What follows belongs to an exercise in optimizing a design on an open flow for small area and a short achievable clock period; a production flow would make more cautious choices.
Only simulation tests tie the RTL to the original design; equivalence was not proved.
No activity file was given, so power comes from the tool's default toggle rates.

==> flow/design.v <==
module ALU(
  input  wire[3:0]  OPC,
  input  wire[15:0] IN1,
  input  wire[15:0] IN2,
  input  wire       ICF,
  output wire[15:0] OUT,
  output wire       OCF
);
  wire [15:0] lx = IN1 ^ IN2;
  wire [15:0] la = IN1 & IN2;
  reg  [15:0] G, P, Gn, Pn;
  integer i, l;
  always @(*) begin
    G = la;
    P = lx;
    for (l = 0; l < 4; l = l + 1) begin
      Gn = G; Pn = P;
      for (i = 0; i < 16; i = i + 1)
        if (i >= (1 << l)) begin
          Gn[i] = G[i] | (P[i] & G[i - (1 << l)]);
          Pn[i] = P[i] & P[i - (1 << l)];
        end
      G = Gn; P = Pn;
    end
  end
  wire [15:0] cc = G | (P & {16{ICF}});    
  wire [16:0] sum = {cc[15], lx ^ {cc[14:0], ICF}};
  wire [3:0]  sa   = IN2[3:0];
  wire        left = ~OPC[1];
  wire [3:0]  k    = sa ^ {4{left}};
  wire [15:0] r1 = k[0] ? {IN1[0],   IN1[15:1]} : IN1;
  wire [15:0] r2 = k[1] ? {r1[1:0],  r1[15:2]}  : r1;
  wire [15:0] r3 = k[2] ? {r2[3:0],  r2[15:4]}  : r2;
  wire [15:0] r4 = k[3] ? {r3[7:0],  r3[15:8]}  : r3;
  wire        fill = OPC[0] & IN1[15];
  wire [15:0] t;    
  wire [15:0] sh;
  genvar j;
  generate
    for (j = 0; j < 16; j = j + 1) begin : g_sh
      assign t[j]  = (j >= sa);
      assign sh[j] = left ? (t[j] & r4[(j+1)%16])
                          : (t[15-j] ? r4[j] : fill);
    end
  endgenerate
  wire        snz = |sa;
  wire selSum = ~OPC[3] & ~OPC[2] & OPC[0];
  wire cEn    = ~OPC[3] & ~OPC[2] & ~OPC[1] & OPC[0];
  wire selX   = ~OPC[3] &  OPC[2] & ~OPC[0];
  wire selA   = ~OPC[3] &  OPC[2] & (OPC[1] | OPC[0]);
  wire selSh  =  OPC[3];
  assign OUT = ({16{selSum}} & sum[15:0])
             | ({16{selX}}   & lx)
             | ({16{selA}}   & la)
             | ({16{selSh}}  & sh);
  assign OCF = (cEn & sum[16])
             | (selSh & snz & (left ? r4[1] : r4[15]));
endmodule
module DCPU(
  input  wire       CLK,
  input  wire       RST,
  input  wire       EN,
  input  wire       Start,
  output wire[7:0]  InstMemAddr,
  input  wire[15:0] Inst,
  output wire[7:0]  DataMemAddr,
  input  wire[15:0] DataIn,
  output wire       DataMemWE,
  output wire[15:0] DataOut
);
  localparam [4:0] NOP  = 5'b00000, HALT = 5'b00001, LOAD = 5'b00010,
                   STORE= 5'b00011, CMP  = 5'b00100, BE   = 5'b00101,
                   JUMP = 5'b00110, JMPR = 5'b00111, BZ   = 5'b01000,
                   BNZ  = 5'b01001, BN   = 5'b01010, BNN  = 5'b01011,
                   BC   = 5'b01100, BNC  = 5'b01101, BB   = 5'b01110,
                   BS   = 5'b01111, ADD  = 5'b10000, ADDI = 5'b10001,
                   ADDC = 5'b10010, SUB  = 5'b10011, SUBI = 5'b10100,
                   SUBB = 5'b10101, INC  = 5'b10110, LDIL = 5'b10111,
                   LDIH = 5'b11000, XOR  = 5'b11001, AND  = 5'b11010,
                   OR   = 5'b11011, SLL  = 5'b11100, SLA  = 5'b11101,
                   SRL  = 5'b11110, SRA  = 5'b11111;
  localparam [3:0] A_ZERO = 4'b0000, A_ADD = 4'b0001, A_SUB = 4'b0011,
                   A_XOR  = 4'b0100, A_AND = 4'b0101, A_OR  = 4'b0110,
                   A_SLL  = 4'b1000, A_SRL = 4'b1010, A_SRA = 4'b1011;
  reg        state;           
  reg [7:0]  PC;
  reg        PCSt;
  reg [1:0]  BrSt;
  reg [15:0] IDIR;
  reg [4:0]  EXop;            
  reg [2:0]  EXrd;            
  reg [3:0]  EXOP;            
  reg        EXCF;            
  reg [15:0] EXRA, EXRB, EXSD;
  reg [4:0]  MRop;
  reg [2:0]  MRrd;
  reg [15:0] MRRC;
  reg        MRCF;
  reg        MRDW;
  reg [15:0] MRSD;
  reg        WBwe;            
  reg        WBhalt;          
  reg [2:0]  WBrd;
  reg [15:0] WBRC;
  reg [15:0] GR [0:7];
  wire [15:0] ALUOUT;
  wire        ALUOCF;
  ALU ALUM(.OPC(EXOP), .IN1(EXRA), .IN2(EXRB), .ICF(EXCF),
           .OUT(ALUOUT), .OCF(ALUOCF));
  assign InstMemAddr = PC;
  assign DataMemAddr = MRRC[7:0];
  assign DataMemWE   = MRDW;
  assign DataOut     = MRSD;
  wire run = state;
  always @(posedge CLK, posedge RST)
    if (RST) state <= 1'b0;
    else if (!state) state <= EN & Start;
    else             state <= EN & ~WBhalt;
  wire ctrlInst = (Inst[15:14] == 2'b01) | (Inst[15:11] == BE) |
                  (Inst[15:11] == JUMP)  | (Inst[15:11] == JMPR);
  wire mrZ = (MRRC == 16'b0);
  wire mrN = MRRC[15];
  wire take = (MRop == JUMP) | (MRop == JMPR) |
              (((MRop == BZ) | (MRop == BE)) &  mrZ) |
              ((MRop == BNZ) & ~mrZ) |
              (((MRop == BN) | (MRop == BS)) &  mrN) |
              (((MRop == BNN) | (MRop == BB)) & ~mrN) |
              ((MRop == BC)  &  MRCF) |
              ((MRop == BNC) & ~MRCF);
  wire stall = (Inst == 16'h0002) & ~PCSt;
  wire [15:0] nI   = (BrSt == 2'b00) ? Inst : 16'b0;
  wire [4:0]  nop  = nI[15:11];
  wire        nImm8 = (nop == BE) | (nop == JMPR) | (nop[4:3] == 2'b01) |
                      (nop == ADDI) | (nop == SUBI);
  wire [2:0]  nA   = nImm8 ? nI[10:8] : nI[6:4];
  wire [2:0]  nB   = (nop == STORE) ? nI[10:8] : nI[2:0];
  wire        wEX  = IDIR[15];
  wire        wMR  = EXop[4] | (EXop == LOAD);
  wire        wWB  = MRop[4] | (MRop == LOAD);
  wire        nSt   = (nop == STORE);
  wire        nLdi  = (nop == JUMP) | (nop == LDIL) | (nop == LDIH);
  wire        nRegB = ~((nop == LOAD) | nSt | nImm8 | nLdi | (nop == INC));
  reg         fAEX, fAMR, fAWB, fBEX, fBMR, fBWB;
  reg  [7:0]  IDa, IDb;       
  reg         IDregA;         
  reg         IDregB;         
  reg         IDst;           
  always @(posedge CLK, posedge RST)
    if (RST) begin
      fAEX <= 1'b0; fAMR <= 1'b0; fAWB <= 1'b0;
      fBEX <= 1'b0; fBMR <= 1'b0; fBWB <= 1'b0;
      IDa <= 8'b1; IDb <= 8'b1;
      IDregA <= 1'b1; IDregB <= 1'b1; IDst <= 1'b0;
    end else if (run) begin
      IDa    <= 8'b1 << nA;
      IDb    <= 8'b1 << nB;
      IDregA <= ~nLdi;
      IDregB <= nRegB;
      IDst   <= nSt;
      fAEX <= wEX & (nA == IDIR[10:8]);
      fAMR <= wMR & (nA == EXrd);
      fAWB <= wWB & (nA == MRrd);
      fBEX <= wEX & (nB == IDIR[10:8]);
      fBMR <= wMR & (nB == EXrd);
      fBWB <= wWB & (nB == MRrd);
    end
  always @(posedge CLK, posedge RST)
    if (RST) begin
      IDIR <= 16'b0; PC <= 8'b0; PCSt <= 1'b0; BrSt <= 2'b0;
    end else if (run) begin
      IDIR <= (BrSt == 2'b00) ? Inst : 16'b0;
      BrSt <= (BrSt == 2'b00) ? {1'b0, ctrlInst} : BrSt + 2'b01;
      if (take) begin
        PC <= MRRC[7:0]; PCSt <= 1'b0;
      end else if (stall) begin
        PCSt <= 1'b1;
      end else begin
        if (BrSt == 2'b00) PC <= PC + 8'd1;
        PCSt <= 1'b0;
      end
    end
  wire [4:0] iop = IDIR[15:11];
  wire [2:0] r1  = IDIR[10:8];
  wire [2:0] r2  = IDIR[6:4];
  wire [2:0] r3  = IDIR[2:0];
  wire d_ls    = (iop == LOAD) | (iop == STORE);
  wire d_store = (iop == STORE);
  wire d_imm8  = (iop == BE) | (iop == JMPR) | (iop[4:3] == 2'b01) |
                 (iop == ADDI) | (iop == SUBI);
  wire d_ldi   = (iop == JUMP) | (iop == LDIL) | (iop == LDIH);
  wire d_inc   = (iop == INC);
  wire regAu = IDregA;
  wire wbA   = fAWB & WBwe;
  wire wbB   = fBWB & WBwe;
  wire sAEX  = regAu & fAEX;
  wire sAMRa = regAu & ~fAEX & fAMR &  MRop[4];
  wire sAMRl = regAu & ~fAEX & fAMR & ~MRop[4];
  wire sAWB  = regAu & ~fAEX & ~fAMR & wbA;
  wire sAGR  = regAu & ~fAEX & ~fAMR & ~wbA;
  wire regBu = 1'b1;
  wire sBEX  = regBu & fBEX;
  wire sBMRa = regBu & ~fBEX & fBMR &  MRop[4];
  wire sBMRl = regBu & ~fBEX & fBMR & ~MRop[4];
  wire sBWB  = regBu & ~fBEX & ~fBMR & wbB;
  wire sBGR  = regBu & ~fBEX & ~fBMR & ~wbB;
  reg [15:0] grA, grB;
  integer n;
  always @(*) begin
    grA = 16'b0; grB = 16'b0;
    for (n = 0; n < 8; n = n + 1) begin
      grA = grA | ({16{IDa[n]}} & GR[n]);
      grB = grB | ({16{IDb[n]}} & GR[n]);
    end
  end
  wire [15:0] fwdA = ({16{sAEX}}  & ALUOUT) | ({16{sAMRa}} & MRRC) |
                     ({16{sAMRl}} & DataIn) | ({16{sAWB}}  & WBRC) | ({16{sAGR}} & grA);
  wire [15:0] oB   = ({16{sBMRa}} & MRRC) |
                     ({16{sBMRl}} & DataIn) | ({16{sBWB}}  & WBRC) | ({16{sBGR}} & grB);
  wire [15:0] immB = d_ls               ? {12'b0, IDIR[3:0]} :
                     (iop == LDIH)      ? {IDIR[7:0], 8'b0}  :
                     (d_imm8 | d_ldi)   ? {8'b0, IDIR[7:0]}  : 16'b0;
  reg [3:0] dop;
  always @(*)
    case (iop)
      CMP:                    dop = A_ZERO;
      SUB, SUBI, SUBB:        dop = A_SUB;
      XOR:                    dop = A_XOR;
      AND:                    dop = A_AND;
      OR:                     dop = A_OR;
      SLL, SLA:               dop = A_SLL;
      SRL:                    dop = A_SRL;
      SRA:                    dop = A_SRA;
      default:                dop = A_ADD;
    endcase
  wire dsub = (dop == A_SUB);
  wire bEXr = sBEX & IDregB;     
  wire dcf = ((iop == ADDC) &  MRCF) | ((iop == SUBB) & ~MRCF) |
             (iop == SUB) | (iop == SUBI) | (iop == INC);
  always @(posedge CLK, posedge RST)
    if (RST) begin
      EXop <= 5'b0; EXrd <= 3'b0; EXOP <= A_ZERO; EXCF <= 1'b0;
      EXRA <= 16'b0; EXRB <= 16'b0; EXSD <= 16'b0;
    end else if (run) begin
      EXop <= iop;
      EXrd <= r1;
      EXOP <= dop;
      EXCF <= dcf;
      EXRA <= fwdA;
      EXRB <= ({16{bEXr}} & (ALUOUT ^ {16{dsub}})) |
              ({16{~bEXr}} & ((({16{IDregB}} & oB) | immB) ^ {16{dsub}}));
      EXSD <= ({16{sBEX & IDst}} & ALUOUT) | ({16{IDst}} & oB);
    end
  always @(posedge CLK, posedge RST)
    if (RST) begin
      MRop <= 5'b0; MRrd <= 3'b0; MRRC <= 16'b0; MRCF <= 1'b0;
      MRDW <= 1'b0; MRSD <= 16'b0;
    end else if (run) begin
      MRop <= EXop;
      MRrd <= EXrd;
      MRRC <= ALUOUT;
      MRCF <= ALUOCF;
      MRDW <= (EXop == STORE);
      MRSD <= EXSD;
    end
  always @(posedge CLK, posedge RST)
    if (RST) begin
      WBwe <= 1'b0; WBhalt <= 1'b0; WBrd <= 3'b0; WBRC <= 16'b0;
    end else begin
      WBwe   <= run & wWB;
      WBhalt <= run & (MRop == HALT);
      WBrd   <= MRrd;
      WBRC   <= (MRop == LOAD) ? DataIn : MRRC;
    end
  genvar g;
  generate
    for (g = 0; g < 8; g = g + 1) begin : g_gr
      always @(posedge CLK, posedge RST)
        if (RST)                              GR[g] <= 16'b0;
        else if (run & WBwe & (WBrd == g))    GR[g] <= WBRC;
    end
  endgenerate
endmodule
Settings: LEC_CHECK=0, ABC_AREA=1, CAP_MARGIN=20, CORE_MARGIN=2, CORE_UTILIZATION=40, SETUP_SLACK_MARGIN=2.5, SLEW_MARGIN=20; clock period 5.0 ns.
run.sh (not shown) runs the stock make flow with config.mk's settings and CLKGATE_MAP_FILE= SYNTH_SCRIPT=/design/flow/synth_recipe.tcl, a recipe that flattens the netlist after the stock synthesis.
Edit:
--- a/flow/design.v
+++ b/flow/design.v
@@ -205,14 +205,14 @@
   wire sBGR  = regBu & ~fBEX & ~fBMR & ~wbB;
   reg [15:0] grA, grB;
   integer n;
   always @(*) begin
     grA = 16'b0; grB = 16'b0;
     for (n = 0; n < 8; n = n + 1) begin
-      grA = grA | ({16{IDa[n]}} & GR[n]);
-      grB = grB | ({16{IDb[n]}} & GR[n]);
+      grA = grA | ({16{IDa[n] & GRV[n]}} & GR[n]);
+      grB = grB | ({16{IDb[n] & GRV[n]}} & GR[n]);
     end
   end
   wire [15:0] fwdA = ({16{sAEX}}  & ALUOUT) | ({16{sAMRa}} & MRRC) |
                      ({16{sAMRl}} & DataIn) | ({16{sAWB}}  & WBRC) | ({16{sAGR}} & grA);
   wire [15:0] oB   = ({16{sBMRa}} & MRRC) |
                      ({16{sBMRl}} & DataIn) | ({16{sBWB}}  & WBRC) | ({16{sBGR}} & grB);
@@ -268,15 +268,19 @@
     end else begin
       WBwe   <= run & wWB;
       WBhalt <= run & (MRop == HALT);
       WBrd   <= MRrd;
       WBRC   <= (MRop == LOAD) ? DataIn : MRRC;
     end
+  reg [7:0] GRV;
   genvar g;
   generate
     for (g = 0; g < 8; g = g + 1) begin : g_gr
+      wire wr = run & WBwe & (WBrd == g);
+      always @(posedge CLK)
+        if (wr) GR[g] <= WBRC;
       always @(posedge CLK, posedge RST)
-        if (RST)                              GR[g] <= 16'b0;
-        else if (run & WBwe & (WBrd == g))    GR[g] <= WBRC;
+        if (RST)     GRV[g] <= 1'b0;
+        else if (wr) GRV[g] <= 1'b1;
     end
   endgenerate
 endmodule
Clock power shrinks by about 3%.
Total power grows by 2.0%.
Via count shrinks by 3.2%.
Final cell count shrinks by about 4.4%.
Clock-buffer cell count shrinks by 2.
Worst setup slack degrades by 35 ps.
Fmax shrinks by 1.4%.
Hold slack degrades by 30 ps.
Synthesized cell count shrinks by 7.4%.
Routed wire length shrinks by 2.2%.
Combinational power grows by about 5%.

==> static timing again, ports no longer ideal <==
No port has a modelled driver above. Below, the same layouts with a new extraction and two added sets of constraints. Step 1 assumes that a clkbuf_16 drives the clock port and a buf_2 every other input. Step 2, shift: input delay + t, output delay - t, t = (earliest + latest rising clock arrival at the registers) / 2. This alone moves slack from input paths to output paths. a / b / c = ideal ports / drivers / drivers and shift; a / b = the first two.
| run | t, ns | setup slack, ns | worst setup path after step 2 |
|---|---|---|---|
| the first run | 0.583 | 2.548 / 2.494 / 2.052 | input to register |
| the second run | 0.579 | 2.513 / 2.456 / 2.066 | input to register |
After both steps every run listed still meets setup and hold. For the first run, which loses most, drivers alone change the setup slack by -0.054 ns; drivers and shift together by -0.496 ns.
